This is an optimization exercise on Yosys and OpenROAD, whose aim is small area and a short achievable clock period, not a production implementation. RTL that was checked went through simulation tests only; none was proved equivalent to the original. No activity file was given, so power comes from the tool's default toggle rates.

Setup of run 1:
## neurona_capa_1
module neurona_capa_1(
    weight_0, weight_1, weight_2, weight_3, weight_4, weight_5, weight_6, weight_7, weight_8, weight_9, weight_10, weight_11, weight_12, weight_13, weight_14, weight_15, weight_16, weight_17, weight_18, weight_19, weight_20, weight_21, weight_22, weight_23, weight_24, weight_25, weight_26, weight_27, weight_28, weight_29, weight_30, weight_31, weight_32, weight_33, weight_34, weight_35, weight_36, weight_37, weight_38, weight_39, weight_40, weight_41, weight_42, weight_43, weight_44, weight_45, weight_46, weight_47, weight_48,
    pixel_0, pixel_1, pixel_2, pixel_3, pixel_4, pixel_5, pixel_6, pixel_7, pixel_8, pixel_9, pixel_10, pixel_11, pixel_12, pixel_13, pixel_14, pixel_15, pixel_16, pixel_17, pixel_18, pixel_19, pixel_20, pixel_21, pixel_22, pixel_23, pixel_24, pixel_25, pixel_26, pixel_27, pixel_28, pixel_29, pixel_30, pixel_31, pixel_32, pixel_33, pixel_34, pixel_35, pixel_36, pixel_37, pixel_38, pixel_39, pixel_40, pixel_41, pixel_42, pixel_43, pixel_44, pixel_45, pixel_46, pixel_47, pixel_48,
    clk, out
);
Size: about 960 cells after synthesis, roughly 100 flip-flops, about 450 I/O pins.
==> flow/config.mk <==
export PLATFORM = sky130hd
export DESIGN_NAME = neurona_capa_1
export DESIGN_NICKNAME = neurona_capa_1
export VERILOG_FILES = /design/flow/design.v
export SDC_FILE = /design/flow/constraint.sdc
export NUM_CORES = 4
export LEC_CHECK = 0
export CAP_MARGIN = 20
export CORE_MARGIN = 2
export CORE_UTILIZATION = 40
export CTS_BUF_LIST = sky130_fd_sc_hd__clkbuf_4 sky130_fd_sc_hd__clkbuf_8
export SLEW_MARGIN = 20
export SYNTH_HIERARCHICAL = 1
export SYNTH_MINIMUM_KEEP_SIZE = 0
==> flow/constraint.sdc <==
create_clock -name core_clock -period 8.0 [get_ports {clk}]
set_input_delay 1.6000 -clock core_clock [delete_from_list [all_inputs] [get_ports {clk}]]
set_output_delay 1.6000 -clock core_clock [all_outputs]
set_load 0.01 [all_outputs]
standard.sh (not shown) runs the stock make flow with config.mk's settings and CLKGATE_MAP_FILE= SYNTH_SCRIPT=/design/flow/synth_recipe.tcl, a recipe that flattens the netlist after the stock synthesis.
==> flow/flow/run.sh <==
#!/bin/bash
# Own layout flow: the standard flow (standard.sh, unchanged synthesis),
# with two changes: the port buffers buffer_ports inserts are buf_1 cells
# (timing repair resizes them where needed), and the setup repair margin is
# 0 ns for the pre-placement repair in floorplan and 4.85 ns for the
# repairs after clock-tree synthesis and global routing, so that gates are
# upsized from placed timing rather than from the wire-less estimate.
set -euo pipefail
export BUFFER_PORTS_ARGS="-buffer_cell sky130_fd_sc_hd__buf_1"
SETUP_SLACK_MARGIN=0 bash standard.sh synth floorplan > standard_floorplan.log 2>&1
SETUP_SLACK_MARGIN=4.85 bash standard.sh > standard.log 2>&1
The inputs of run 2 differ from those of run 1 as listed below.
- putting SETUP_SLACK_MARGIN at 4.75 where nothing was set
==> flow/flow/run.sh <==
#!/bin/bash
# Own layout flow: the standard flow (standard.sh, unchanged synthesis),
# except that the port buffers buffer_ports inserts are buf_1 cells rather
# than the default it picks; timing repair resizes them where needed.
set -euo pipefail
export BUFFER_PORTS_ARGS="-buffer_cell sky130_fd_sc_hd__buf_1"
bash standard.sh > standard.log 2>&1
==> run notes <==
- Run 2 was carried through to the last stage, and its layout satisfied the timing, design-rule and antenna checks.
- On part of the cycle the worst path needs: run 2 sits above run 1.
- Changes observed in run 2 relative to run 1: multi-input gate share of the layout cell area rose 1.7 points, clock buffer count in the final layout fell 1.
- | relative max-transition margin | lower: run 2 |
- Looking at detailed-route wire length per cell, run 2 sits 5.0% lower than run 1 does.
- Changes observed in run 2 relative to run 1: area of all placed cells without fillers now sits lower; storage element area now sits at about the same level.
- Compared with run 1, run 2 improves final HPWL from detailed placement.
Relative to run 2, the following input files were edited for run 3:
- SETUP_SLACK_MARGIN changed from 4.75 to 4.7
- CORE_UTILIZATION changed from 40 to 50
==> comparison <==
- Comparing run 3 and run 2, worst max-slew margin expressed relative to the limit is higher on run 3.
- Delta(fraction of the cycle the final worst path needs, run 3 - run 2) > 0
- Between run 3 and run 2, the routability-driven placement congestion ratio figures differ only marginally.
- Run 3: fill cell instance count of the final layout 601 below run 2
- As of run 3, final design area excluding fillers had fallen slightly compared to run 2.
- Note that the die area recorded for run 2 amounts to 1.2 times the value seen in run 3.
- Worst hold slack after final layout was lower in run 2 than in run 3.
Here is what was changed in the inputs of run 4 compared with run 3.
- clearing SETUP_SLACK_MARGIN, which used to be 4.7
- swapping 50 for 40 in CORE_UTILIZATION
==> flow/flow/run.sh <==
#!/bin/bash
# Own layout flow: the standard flow (standard.sh, unchanged synthesis),
# with two changes: the port buffers buffer_ports inserts are buf_1 cells
# (timing repair resizes them where needed), and the setup repair margin is
# 0 ns for the pre-placement repair in floorplan and 4.7 ns for the
# repairs after clock-tree synthesis and global routing, so that gates are
# upsized from placed timing rather than from the wire-less estimate.
set -euo pipefail
export BUFFER_PORTS_ARGS="-buffer_cell sky130_fd_sc_hd__buf_1"
SETUP_SLACK_MARGIN=0 bash standard.sh synth floorplan > standard_floorplan.log 2>&1
SETUP_SLACK_MARGIN=4.7 bash standard.sh > standard.log 2>&1
==> comparison <==
- The number of standard cells in the layout, taps in and fillers out of run 4 is higher than that of run 3.
- Run 4: diode insertion count for antenna repair 1 above run 3
- Of run 4 and run 3, the run reporting the higher power share of the combinational group was run 4.
- Taking run 3 as the reference, in run 4 global routing usage summed across all routing layers went down by 5.0 points; routed wire length picked up an extra 7.9%; slack of the critical path rose by 0.096 ns.
- Delta (run 4 minus run 3): area used by multi-input combinational logic lower; total power after layout grew by about 3.6%; post-layout utilization of the core shows a reduction of 13 points.
- The higher met2 demand-to-capacity share in global routing of run 4 and run 3 is in run 3.


run P:
Another version of the RTL of neurona_capa_1 (not shown whole).
Size in the first run: ~960 cells after synthesis, about 100 flip-flops, about 450 I/O pins, about 0.011 mm² of cells after synthesis.
Settings: LEC_CHECK=0, CAP_MARGIN=20, CORE_MARGIN=2, CORE_UTILIZATION=40, CTS_BUF_LIST=sky130_fd_sc_hd__clkbuf_4 sky130_fd_sc_hd__clkbuf_8, SLEW_MARGIN=20, SYNTH_HIERARCHICAL=1, SYNTH_MINIMUM_KEEP_SIZE=0; clock period 8.0 ns.
==> flow/flow/run.sh <==
#!/bin/bash
# Own layout flow: the standard flow (standard.sh, unchanged synthesis),
# with two changes: the port buffers buffer_ports inserts are buf_1 cells
# (timing repair resizes them where needed), and the setup repair margin is
# 0 ns for the pre-placement repair in floorplan and 4.7 ns for the
# repairs after clock-tree synthesis and global routing, so that gates are
# upsized from placed timing rather than from the wire-less estimate.
set -euo pipefail
export BUFFER_PORTS_ARGS="-buffer_cell sky130_fd_sc_hd__buf_1"
SETUP_SLACK_MARGIN=0 bash standard.sh synth floorplan > standard_floorplan.log 2>&1
SETUP_SLACK_MARGIN=4.7 bash standard.sh > standard.log 2>&1
Run P: all stages complete, timing, DRC and antenna checks passed
Input-level comparison between run K and run P:
- putting SETUP_SLACK_MARGIN at 4.7 where nothing was set
==> flow/flow/run.sh <==
#!/bin/bash
# Own layout flow: the standard flow (standard.sh, unchanged synthesis),
# except that the port buffers buffer_ports inserts are buf_1 cells rather
# than the default it picks; timing repair resizes them where needed.
set -euo pipefail
export BUFFER_PORTS_ARGS="-buffer_cell sky130_fd_sc_hd__buf_1"
bash standard.sh > standard.log 2>&1
### Flow results
Re number of combinational gates with multiple inputs: no difference whatsoever between run K and run P. As far as boundary pin count goes, run P and run K are indistinguishable; the numbers are identical. From run P to run K, clock tree buffer depth did not move at all. Relative to run P, total wirelength of the detailed-routed design has gone down in run K. From run P to run K the numbers moved as follows: post-route worst hold slack higher, fraction of cell area in non-clock buffers dropped 0.46 points, via count rose about 0.4%. Signed area change from the synthesized netlist to the final layout was higher in run K than in run P. Looking at run P and run K, the chip width is a wash. Clock-pin slew on the worst setup and hold paths of run P is on par with run K. Run K | status: complete | timing, DRC, antenna: pass.
Function was not checked in any run of this note: the RTL went through the layout flow alone.

-- afterwards: timing with drivers on the ports --
The results above use ideal ports. As a check the final layouts listed here were re-extracted and re-timed, cells and wires unchanged. Step 1: set_driving_cell puts a clkbuf_16 on clk and a buf_2 on each other input, an assumption about the parent block. Step 2 times the ports against the registers' clock, not the clock port: input delays grow and output delays shrink by t, the midpoint of the rising clock arrivals with the driver on. Slacks: no drivers / after step 1 / after step 2; pairs: no drivers / after step 1.
run	shift t [ns]	setup slack, ns	hold WS [ns]	worst register clock-pin slew, ns	cell pins on the clock port's net
run 1	0.410	4.808 / 4.800 / 4.441	0.532 / 0.532 / 0.532	0.10 / 0.10	1
run 2	0.417	4.698 / 4.698 / 4.369	0.511 / 0.511 / 0.511	0.10 / 0.10	1
run 3	0.413	4.629 / 4.629 / 4.311	0.515 / 0.515 / 0.515	0.10 / 0.10	1
run 4	0.407	4.725 / 4.736 / 4.329	0.531 / 0.531 / 0.531	0.10 / 0.10	1
run P	0.402	4.732 / 4.746 / 4.343	0.525 / 0.525 / 0.525	0.10 / 0.10	1
run K	0.428	4.677 / 4.665 / 4.261	0.528 / 0.528 / 0.528	0.11 / 0.11	1
After both steps every run listed still meets setup and hold. For run K, which loses most, drivers alone change the setup slack by -0.012 ns; drivers and shift together by -0.416 ns.
